This is an optimization exercise on Yosys and OpenROAD, whose aim is a short achievable clock period and few clock cycles, not a production implementation. Function was checked by simulation only, so behaviour that the tests miss may differ from the original. Power and IR drop assume default switching activity.

===== flow/flow/run.sh =====
#!/bin/bash
# Standard ORFS flow (the standard.sh), with two changes:
#  - repair_timing aims well below the target period (larger setup margin),
#  - the reset and dwe pins are kept together on one edge, so that the
#    reset -> dwe gating path is short.
set -euo pipefail
HERE=$(pwd)
sed -e 's/SETUP_SLACK_MARGIN=[^ ]*/SETUP_SLACK_MARGIN=9/' \
    -e "s|\"\${@:-finish}\"|IO_CONSTRAINTS=$HERE/flow/io.tcl \"\${@:-finish}\"|" \
    standard.sh > my_standard.sh
bash my_standard.sh > flow_make.log 2>&1

===== flow/flow/io.tcl =====
set_io_pin_constraint -group -order -pin_names {dwe[0] dwe[1] reset dwe[2] dwe[3]}

===== flow/standard.sh =====
#!/bin/bash
# synth_recipe.tcl (not shown) runs the flow's synth.tcl, then flattens the netlist and writes it again
# the make line also repeats each setting of config.mk as NAME=value (left out here)
make -C /OpenROAD-flow-scripts/flow DESIGN_CONFIG=/design/flow/config.mk WORK_HOME=/design/flow/orfs CLKGATE_MAP_FILE= SYNTH_SCRIPT=/design/flow/synth_recipe.tcl "${@:-finish}"

===== flow/config.mk =====
export PLATFORM = sky130hd
export DESIGN_NAME = cpu
export DESIGN_NICKNAME = cpu
export VERILOG_FILES = /design/flow/design.v
export SDC_FILE = /design/flow/constraint.sdc
export NUM_CORES = 8
export LEC_CHECK = 0
export CAP_MARGIN = 30
export CORE_MARGIN = 2
export CORE_UTILIZATION = 30
export SETUP_SLACK_MARGIN = 4
export SLEW_MARGIN = 40
export TNS_END_PERCENT = 10

===== flow/constraint.sdc =====
create_clock -name core_clock -period 11.5 [get_ports {clk}]
set_input_delay 2.3000 -clock core_clock [delete_from_list [all_inputs] [get_ports {clk}]]
set_output_delay 2.3000 -clock core_clock [all_outputs]
set_load 0.01 [all_outputs]

===== flow/design.v =====
module control ( input [31:0] idata,     
                 output lui, output auipc, output jal, output jalr, output br,
                 output ld, output st, output opi, output op,
                 output wen,             
                 output usea,            
                 output useb,            
                 output useimm,          
                 output sub,             
                 output sra,             
                 output [2:0] f3,
                 output [4:0] rs1, output [4:0] rs2, output [4:0] rd
               );
    wire [6:0] opc = idata[6:0];
    assign f3  = idata[14:12];
    assign rs1 = idata[19:15];
    assign rs2 = idata[24:20];
    assign rd  = idata[11:7];
    assign lui   = opc == 7'b0110111;
    assign auipc = opc == 7'b0010111;
    assign jal   = opc == 7'b1101111;
    assign jalr  = opc == 7'b1100111;
    assign br    = opc == 7'b1100011 && f3[2:1] != 2'b01;
    assign ld    = opc == 7'b0000011;
    assign st    = opc == 7'b0100011;
    assign opi   = opc == 7'b0010011;
    assign op    = opc == 7'b0110011;
    assign wen    = (lui | auipc | jal | jalr | ld | opi | op) && rd != 5'd0;
    assign usea   = ~(lui | auipc | jal);
    assign useb   = op | br | st;
    assign useimm = ~op;
    assign sub    = op && f3 == 3'd0 && idata[30];
    assign sra    = (op | opi) && f3 == 3'd5 && idata[30];
endmodule
module imm_gen ( input [31:0] idata,      
                 output [31:0] imm,
                 output [31:0] timm
               );
    wire [6:0] opc = idata[6:0];
    wire [31:0] i_imm = {{20{idata[31]}}, idata[31:20]};
    wire [31:0] s_imm = {{20{idata[31]}}, idata[31:25], idata[11:7]};
    wire [31:0] u_imm = {idata[31:12], 12'd0};
    wire [31:0] b_imm = {{20{idata[31]}}, idata[7], idata[30:25], idata[11:8], 1'b0};
    wire [31:0] j_imm = {{12{idata[31]}}, idata[19:12], idata[20], idata[30:21], 1'b0};
    assign imm  = (opc == 7'b0100011) ? s_imm :
                  (opc[4:2] == 3'b101) ? u_imm : i_imm;
    assign timm = (opc[3:2] == 2'b11) ? j_imm :
                  (opc[4:2] == 3'b101) ? u_imm : b_imm;
endmodule
module alu ( input [2:0] f3,
             input sub,
             input sra,
             input [31:0] a,
             input [31:0] b,         
             output reg [31:0] out
           );
    wire [31:0] sum = a + (b ^ {32{sub}}) + {31'd0, sub};
    wire [31:0] sll = a << b[4:0];
    wire [63:0] sre = {{32{sra & a[31]}}, a} >> b[4:0];
    wire seq_, slt, sltu;
    cmp32 sc (.a(a), .b(b), .eq(seq_), .lt(slt), .ltu(sltu));
    always @(*) begin
        case (f3)
            3'd0: out = sum;
            3'd1: out = sll;
            3'd2: out = {31'd0, slt};
            3'd3: out = {31'd0, sltu};
            3'd4: out = a ^ b;
            3'd5: out = sre[31:0];
            3'd6: out = a | b;
            default: out = a & b;
        endcase
    end
endmodule
module cmp32 ( input [31:0] a,
               input [31:0] b,
               output eq,
               output lt,      
               output ltu      
             );
    wire [31:0] g0 = a & ~b;
    wire [31:0] e0 = ~(a ^ b);
    wire [15:0] g1, e1;
    wire [7:0]  g2, e2;
    wire [3:0]  g3, e3;
    wire [1:0]  g4, e4;
    genvar i;
    generate
        for (i = 0; i < 16; i = i + 1) begin : l1
            if (i == 15) begin : top
                assign g1[i] = g0[30];
                assign e1[i] = e0[30];
            end else begin : mid
                assign g1[i] = g0[2*i+1] | (e0[2*i+1] & g0[2*i]);
                assign e1[i] = e0[2*i+1] & e0[2*i];
            end
        end
        for (i = 0; i < 8; i = i + 1) begin : l2
            assign g2[i] = g1[2*i+1] | (e1[2*i+1] & g1[2*i]);
            assign e2[i] = e1[2*i+1] & e1[2*i];
        end
        for (i = 0; i < 4; i = i + 1) begin : l3
            assign g3[i] = g2[2*i+1] | (e2[2*i+1] & g2[2*i]);
            assign e3[i] = e2[2*i+1] & e2[2*i];
        end
        for (i = 0; i < 2; i = i + 1) begin : l4
            assign g4[i] = g3[2*i+1] | (e3[2*i+1] & g3[2*i]);
            assign e4[i] = e3[2*i+1] & e3[2*i];
        end
    endgenerate
    wire glo  = g4[1] | (e4[1] & g4[0]);     
    wire elo  = e4[1] & e4[0];               
    wire ltlo = ~glo & ~elo;                 
    wire d31  = a[31] ^ b[31];
    assign eq  = elo & ~d31;
    assign ltu = d31 ? b[31] : ltlo;
    assign lt  = d31 ? a[31] : ltlo;
endmodule
module ldalign ( input [2:0] f3,
                 input [1:0] lo,
                 input [31:0] d,
                 output reg [31:0] v
               );
    always @(*) begin
        case (f3)
            3'd0: case (lo)
                    2'd0: v = {{24{d[7]}},  d[7:0]};
                    2'd1: v = {{24{d[15]}}, d[15:8]};
                    2'd2: v = {{24{d[23]}}, d[23:16]};
                    default: v = {{24{d[31]}}, d[31:24]};
                  endcase
            3'd1: case (lo)
                    2'd0: v = {{16{d[15]}}, d[15:0]};
                    2'd2: v = {{16{d[31]}}, d[31:16]};
                    default: v = 32'd0;
                  endcase
            3'd2: v = d;
            3'd4: case (lo)
                    2'd0: v = {24'd0, d[7:0]};
                    2'd1: v = {24'd0, d[15:8]};
                    2'd2: v = {24'd0, d[23:16]};
                    default: v = {24'd0, d[31:24]};
                  endcase
            3'd5: case (lo)
                    2'd0: v = {16'd0, d[15:0]};
                    2'd2: v = {16'd0, d[31:16]};
                    default: v = 32'd0;
                  endcase
            default: v = 32'd0;
        endcase
    end
endmodule
module regfile ( input [4:0] rs1,      
                 input [4:0] rs2,      
                 input [4:0] rd,       
                 input we,             
                 input clk,            
                 input reset,          
                 input [31:0] wdata,   
                 output [31:0] r1,     
                 output [31:0] r2      
               );
    reg [31:0] regs [0:31];
    integer i;
    always @(posedge clk) begin
        for (i = 1; i < 32; i = i + 1)
            if (reset)
                regs[i] <= 32'd0;
            else if (we && rd == i)
                regs[i] <= wdata;
    end
    wire [31:0] rv [0:31];
    genvar g;
    generate
        for (g = 0; g < 32; g = g + 1) begin : rdv
            if (g == 0) assign rv[g] = 32'd0;
            else assign rv[g] = regs[g];
        end
    endgenerate
    assign r1 = rv[rs1];
    assign r2 = rv[rs2];
endmodule
module cpu ( input clk,              
             input reset,            
             output [31:0] iaddr,    
             input [31:0] idata,     
             output [31:0] daddr,    
             input [31:0] drdata,    
             output [31:0] dwdata,   
             output [3:0] dwe        
           );
    localparam BW = 5;                  
    reg  [31:0] pc;
    reg         d_valid, d_pred;
    reg  [31:0] d_inst, d_pc, d_ptgt;
    reg         e_valid, e_pred, e_tgtok, e_sfb;
    reg         e_lui, e_auipc, e_jal, e_jalr, e_br, e_ld, e_st, e_alu, e_wen;
    reg         e_useimm, e_sub, e_sra;
    reg  [2:0]  e_f3;
    reg  [4:0]  e_rd, e_rs1, e_rs2;
    reg  [31:0] e_pc, e_pc4, e_tgt, e_imm, e_c, e_r1, e_r2;
    reg         e_hit;
    reg  [1:0]  e_ctr;
    reg         m_wen, m_ld;
    reg  [4:0]  m_rd;
    reg  [2:0]  m_f3;
    reg  [31:0] m_res, m_addr, m_sdata;
    reg  [3:0]  m_mask;
    reg         w_wen;
    reg  [4:0]  w_rd;
    reg  [31:0] w_res;
    reg  [31:BW+2] bt_tag [0:(1<<BW)-1];
    reg  [31:2]    bt_tgt [0:(1<<BW)-1];
    reg  [1:0]     bt_ctr [0:(1<<BW)-1];
    reg  [(1<<BW)-1:0] bt_v;
    assign iaddr = pc;
    wire [BW-1:0] fi   = pc[BW+1:2];
    wire          f_hit = bt_v[fi] && bt_tag[fi] == pc[31:BW+2];
    wire [1:0]    f_ctr = bt_ctr[fi];
    wire          f_pred = f_hit & f_ctr[1];
    wire [31:0]   f_ptgt = {bt_tgt[fi], 2'b00};
    wire [31:0]   f_pc4 = pc + 32'd4;
    wire        lui, auipc, jal, jalr, br, ld, st, opi, op;
    wire        wen, usea, useb, useimm, sub, sra;
    wire [2:0]  f3;
    wire [4:0]  rs1, rs2, rd;
    wire [31:0] imm, timm;
    control dec (
        .idata(d_inst),
        .lui(lui), .auipc(auipc), .jal(jal), .jalr(jalr), .br(br),
        .ld(ld), .st(st), .opi(opi), .op(op),
        .wen(wen), .usea(usea), .useb(useb), .useimm(useimm),
        .sub(sub), .sra(sra), .f3(f3), .rs1(rs1), .rs2(rs2), .rd(rd)
    );
    imm_gen ig (.idata(d_inst), .imm(imm), .timm(timm));
    wire [31:0] rf_r1, rf_r2;
    regfile rf (
        .clk(clk), .reset(reset),
        .rs1(rs1), .rs2(rs2),
        .rd(w_rd), .we(w_wen), .wdata(w_res),
        .r1(rf_r1), .r2(rf_r2)
    );
    wire [31:0] d_r1 = (w_wen && w_rd == rs1) ? w_res : rf_r1;
    wire [31:0] d_r2 = (w_wen && w_rd == rs2) ? w_res : rf_r2;
    wire [31:0] d_tgt = d_pc + timm;
    wire [31:0] d_pc4 = d_pc + 32'd4;
    wire stall = e_valid && e_ld && e_wen &&
                 ((usea && e_rd == rs1) || (useb && e_rd == rs2));
    reg  [1:0] e_fa, e_fb;
    wire fa_m = e_fa[1];
    wire fa_w = e_fa[0];
    wire fb_m = e_fb[1];
    wire fb_w = e_fb[0];
    wire [31:0] a = fa_m ? m_res : fa_w ? w_res : e_r1;
    wire [31:0] b = fb_m ? m_res : fb_w ? w_res : e_r2;
    wire [31:0] alu_out;
    alu alu (.f3(e_f3), .sub(e_sub), .sra(e_sra), .a(a),
             .b(e_useimm ? e_imm : b), .out(alu_out));
    wire [31:0] asum = a + e_imm;
    wire beq, blt, bltu;
    cmp32 bc (.a(a), .b(b), .eq(beq), .lt(blt), .ltu(bltu));
    wire cond  = e_f3[2] ? ((e_f3[1] ? bltu : blt) ^ e_f3[0]) : (beq ^ e_f3[0]);
    wire taken = e_jal | (e_br & cond);
    wire skip = e_valid & e_sfb & cond & ~e_pred & ~d_pred;
    wire mis = e_valid & (e_jalr | (taken ? ~(e_pred & e_tgtok) & ~skip : e_pred));
    wire [31:0] fix = e_jalr ? {asum[31:1], 1'b0} : taken ? e_tgt : e_pc4;
    wire [31:0] e_res = e_alu ? alu_out : e_c;
    reg [3:0] smask;
    always @(*) begin
        case (e_f3)
            3'd0: smask = 4'b0001 << asum[1:0];
            3'd1: smask = (asum[1:0] == 2'd0) ? 4'b0011 :
                          (asum[1:0] == 2'd2) ? 4'b1100 : 4'b0000;
            3'd2: smask = (asum[1:0] == 2'd0) ? 4'b1111 : 4'b0000;
            default: smask = 4'b0000;
        endcase
    end
    wire [31:0] ldv;
    ldalign la (.f3(m_f3), .lo(m_addr[1:0]), .d(drdata), .v(ldv));
    assign daddr  = m_addr;
    assign dwdata = m_sdata;
    assign dwe    = {4{~reset}} & m_mask;
    wire [BW-1:0] ei = e_pc[BW+1:2];
    integer k;
    reg         u_go, u_tk;
    reg  [BW-1:0] u_i;
    reg  [31:BW+2] u_tag;
    reg  [31:2] u_tgt;
    reg  [1:0]  u_ctr;
    always @(posedge clk) begin
        if (reset)
            pc <= 32'd0;
        else if (mis)
            pc <= fix;
        else if (!stall)
            pc <= f_pred ? f_ptgt : f_pc4;
        if (reset || mis)
            d_valid <= 1'b0;
        else if (!stall)
            d_valid <= 1'b1;
        if (!stall) begin
            d_inst <= idata;
            d_pc <= pc;
            d_pred <= f_pred;
            d_ptgt <= f_ptgt;
        end
        if (reset || mis || stall || skip)
            e_valid <= 1'b0;
        else
            e_valid <= d_valid;
        e_pred <= d_pred;
        e_tgtok <= d_ptgt == d_tgt;
        e_sfb <= br && timm == 32'd8;
        e_lui <= lui; e_auipc <= auipc; e_jal <= jal; e_jalr <= jalr;
        e_br <= br; e_ld <= ld; e_st <= st; e_alu <= opi | op; e_wen <= wen;
        e_useimm <= useimm; e_sub <= sub; e_sra <= sra;
        e_f3 <= f3; e_rd <= rd; e_rs1 <= rs1; e_rs2 <= rs2;
        e_pc <= d_pc; e_pc4 <= d_pc4; e_tgt <= d_tgt; e_imm <= imm;
        e_c <= lui ? imm : auipc ? d_tgt : d_pc4;
        e_r1 <= d_r1; e_r2 <= d_r2;
        e_fa[1] <= e_valid && e_wen && e_rd == rs1;
        e_fa[0] <= !(e_valid && e_wen && e_rd == rs1) && m_wen && m_rd == rs1;
        e_fb[1] <= e_valid && e_wen && e_rd == rs2;
        e_fb[0] <= !(e_valid && e_wen && e_rd == rs2) && m_wen && m_rd == rs2;
        e_hit <= bt_v[d_pc[BW+1:2]] && bt_tag[d_pc[BW+1:2]] == d_pc[31:BW+2];
        e_ctr <= bt_ctr[d_pc[BW+1:2]];
        if (reset) begin
            m_wen <= 1'b0;
            m_mask <= 4'd0;
        end else begin
            m_wen <= e_valid & e_wen;
            m_mask <= (e_valid & e_st) ? smask : 4'd0;
        end
        m_ld <= e_ld;
        m_rd <= e_rd;
        m_f3 <= e_f3;
        m_res <= e_res;
        m_addr <= asum;
        m_sdata <= (e_f3[1:0] == 2'd0) ? {4{b[7:0]}} :
                   (e_f3[1:0] == 2'd1) ? {2{b[15:0]}} : b;
        if (reset)
            w_wen <= 1'b0;
        else
            w_wen <= m_wen;
        w_rd <= m_rd;
        w_res <= m_ld ? ldv : m_res;
        u_go <= !reset && e_valid && (e_br || e_jal) &&
                (taken ? (!e_sfb || e_hit) : e_hit);
        u_tk <= taken;
        u_i <= ei;
        u_tag <= e_pc[31:BW+2];
        u_tgt <= e_tgt[31:2];
        u_ctr <= !taken ? ((e_ctr == 2'b00) ? 2'b00 : e_ctr - 2'b01) :
                 !e_hit ? 2'b10 : (e_ctr == 2'b11) ? 2'b11 : e_ctr + 2'b01;
        for (k = 0; k < (1<<BW); k = k + 1) begin
            if (reset)
                bt_v[k] <= 1'b0;
            else if (u_go && u_tk && u_i == k)
                bt_v[k] <= 1'b1;
            if (u_go && u_i == k) begin
                bt_tag[k] <= u_tag;
                bt_tgt[k] <= u_tgt;
                bt_ctr[k] <= u_ctr;
            end
        end
    end
endmodule

==> insert_results.sql <==
INSERT INTO impl_metrics (metric_group, metric, value, unit) VALUES
('synth', 'synth_most_common_cell', 'nand2_1', ''),
('synth', 'synth_seq_cells', '3438', ''),
('synth', 'syn-cell-area', '152400', 'um2'),
('synth', 'post_synthesis_average_cell_area', '10.68', 'um2'),
('place', 'dp_hpwl', '503.0', 'mm'),
('place', 'dp_cells', '20470', ''),
('floorplan', 'top_level_ports', '166', ''),
('synth', 'synth_adder_area_share', '0.01919', ''),
('synth', 'synth_cell_types', '104', ''),
('synth', 'synth_compound_area_frac', '0.2016', ''),
('global_route', 'grt_remaining_overflow', '1', ''),
('floorplan', 'floorplan.rows', '261', ''),
('synth', 'synth_top_flop_cell', 'edfxtp_1', ''),
('clock_tree', 'tritoncts.num_buffers', '350', ''),
('floorplan', 'dieWidth', '716.8', 'um'),
('outcome', 'lastStage', 'global routing (5_1_grt)', ''),
('synth', 'yosysWarnings', '8', ''),
('floorplan', 'die_h', '716.8', 'um'),
('synth', 'synth-simple-area-share', '0.1191', ''),
('synth', 'netlist.top_cell.by_area', 'edfxtp_1', ''),
('synth', 'ys_top_cells_by_area', 'edfxtp_1 38%, dfxtp_1 20%, nand2_1 6.1%, a22oi_1 4.9%, a21oi_1 4.4%', ''),
('synth', 'synth_top_family_by_area', 'compound AO/OA/AOI/OAI gates', ''),
('synth', 'synth_sequential_area_ratio', '0.5775', ''),
('floorplan', 'initial_utilization', '0.3015', ''),
('synth', 'post_synth_xor_area_fraction', '0.01486', ''),
('synth', 'synth-async-reset-ratio', '0', ''),
('synth', 'synth.cells.most_frequent', '2481 x nand2_1, 1919 x edfxtp_1, 1519 x dfxtp_1, 1354 x a21oi_1, 1014 x clkbuf_1', ''),
('global_route', 'grt_start_max_net_pins', '126', ''),
('place', 'dpl_worst_slack', '4948', 'ps'),
('synth', 'synth_edf_count', '1919', ''),
('clock_tree', 'largest_buffer_count_on_any_clock_path', '4', ''),
('clock_tree', 'cts.sink_count', '3438', ''),
('global_route', 'gr-usage-all-layers', '0.3344', ''),
('clock_tree', 'clock-root-buffer', 'clkbuf_16', ''),
('synth', 'synthMuxAreaShare', '0.03229', ''),
('place', 'place.gp.congestion', '1.037', ''),
('outcome', 'error_line', '[ERROR GRT-0232] Routing congestion too high. Check the congestion heatmap in the GUI.', ''),
('synth', 'syn_nets', '14570', ''),
('place', 'number_of_input_and_output_port_buffers_inserted', '165', ''),
('synth', 'synth_top_area_frac', '0.3780', ''),
('outcome', 'run_status', 'aborted with a tool error', ''),
('clock_tree', 'htree_num_levels', '5', ''),
('synth', 'netlist_instances', '14270', '');
power groups by stage:
stage	combinational, uW	clock (uW)	sequential, uW
floorplan	869	0	13500
global placement	1660	0	13600
detailed placement	1680	0	13600
CTS	2210	11900	13300
how the worst max path moves through the flow:
stage	startpoint	endpoint	depth (start not counted)
global placement	e_fb[0]	pc[3]	17
detailed placement	pc[2]	pc[23]	17
CTS	reset	dwe[2]	3
floorplan	reset	dwe[0]	3
per-layer routing:
metal / GRT usage / overflow
met1: 0.3941 / 0
met2: 0.4433 / 1
met3: 0.1898 / 0
met4: 0.2522 / 0
met5: 0.02017 / 0
per-stage QoR:
step,cell area (um2),util
after floorplan,153900,-
after global placement,164100,0.3246
after detailed placement,165600,0.3277
after CTS,191000,0.3779
cells by family after synthesis:
group           after synthesis
compound gates             4376
simple gates               4140
flops                      3438
buf+inv                    1384
mux                         447
xor+xnor                    257
fa+ha+maj                   232
timing repair:
action	CTS
gates cloned	86
setup buffers	523
pin swaps	357
hold buffers	0
endpoints found under the setup margin	2588
gates resized for setup	1790
Testbench counts, summed over its fixed seeds: cycles 1,190,817.
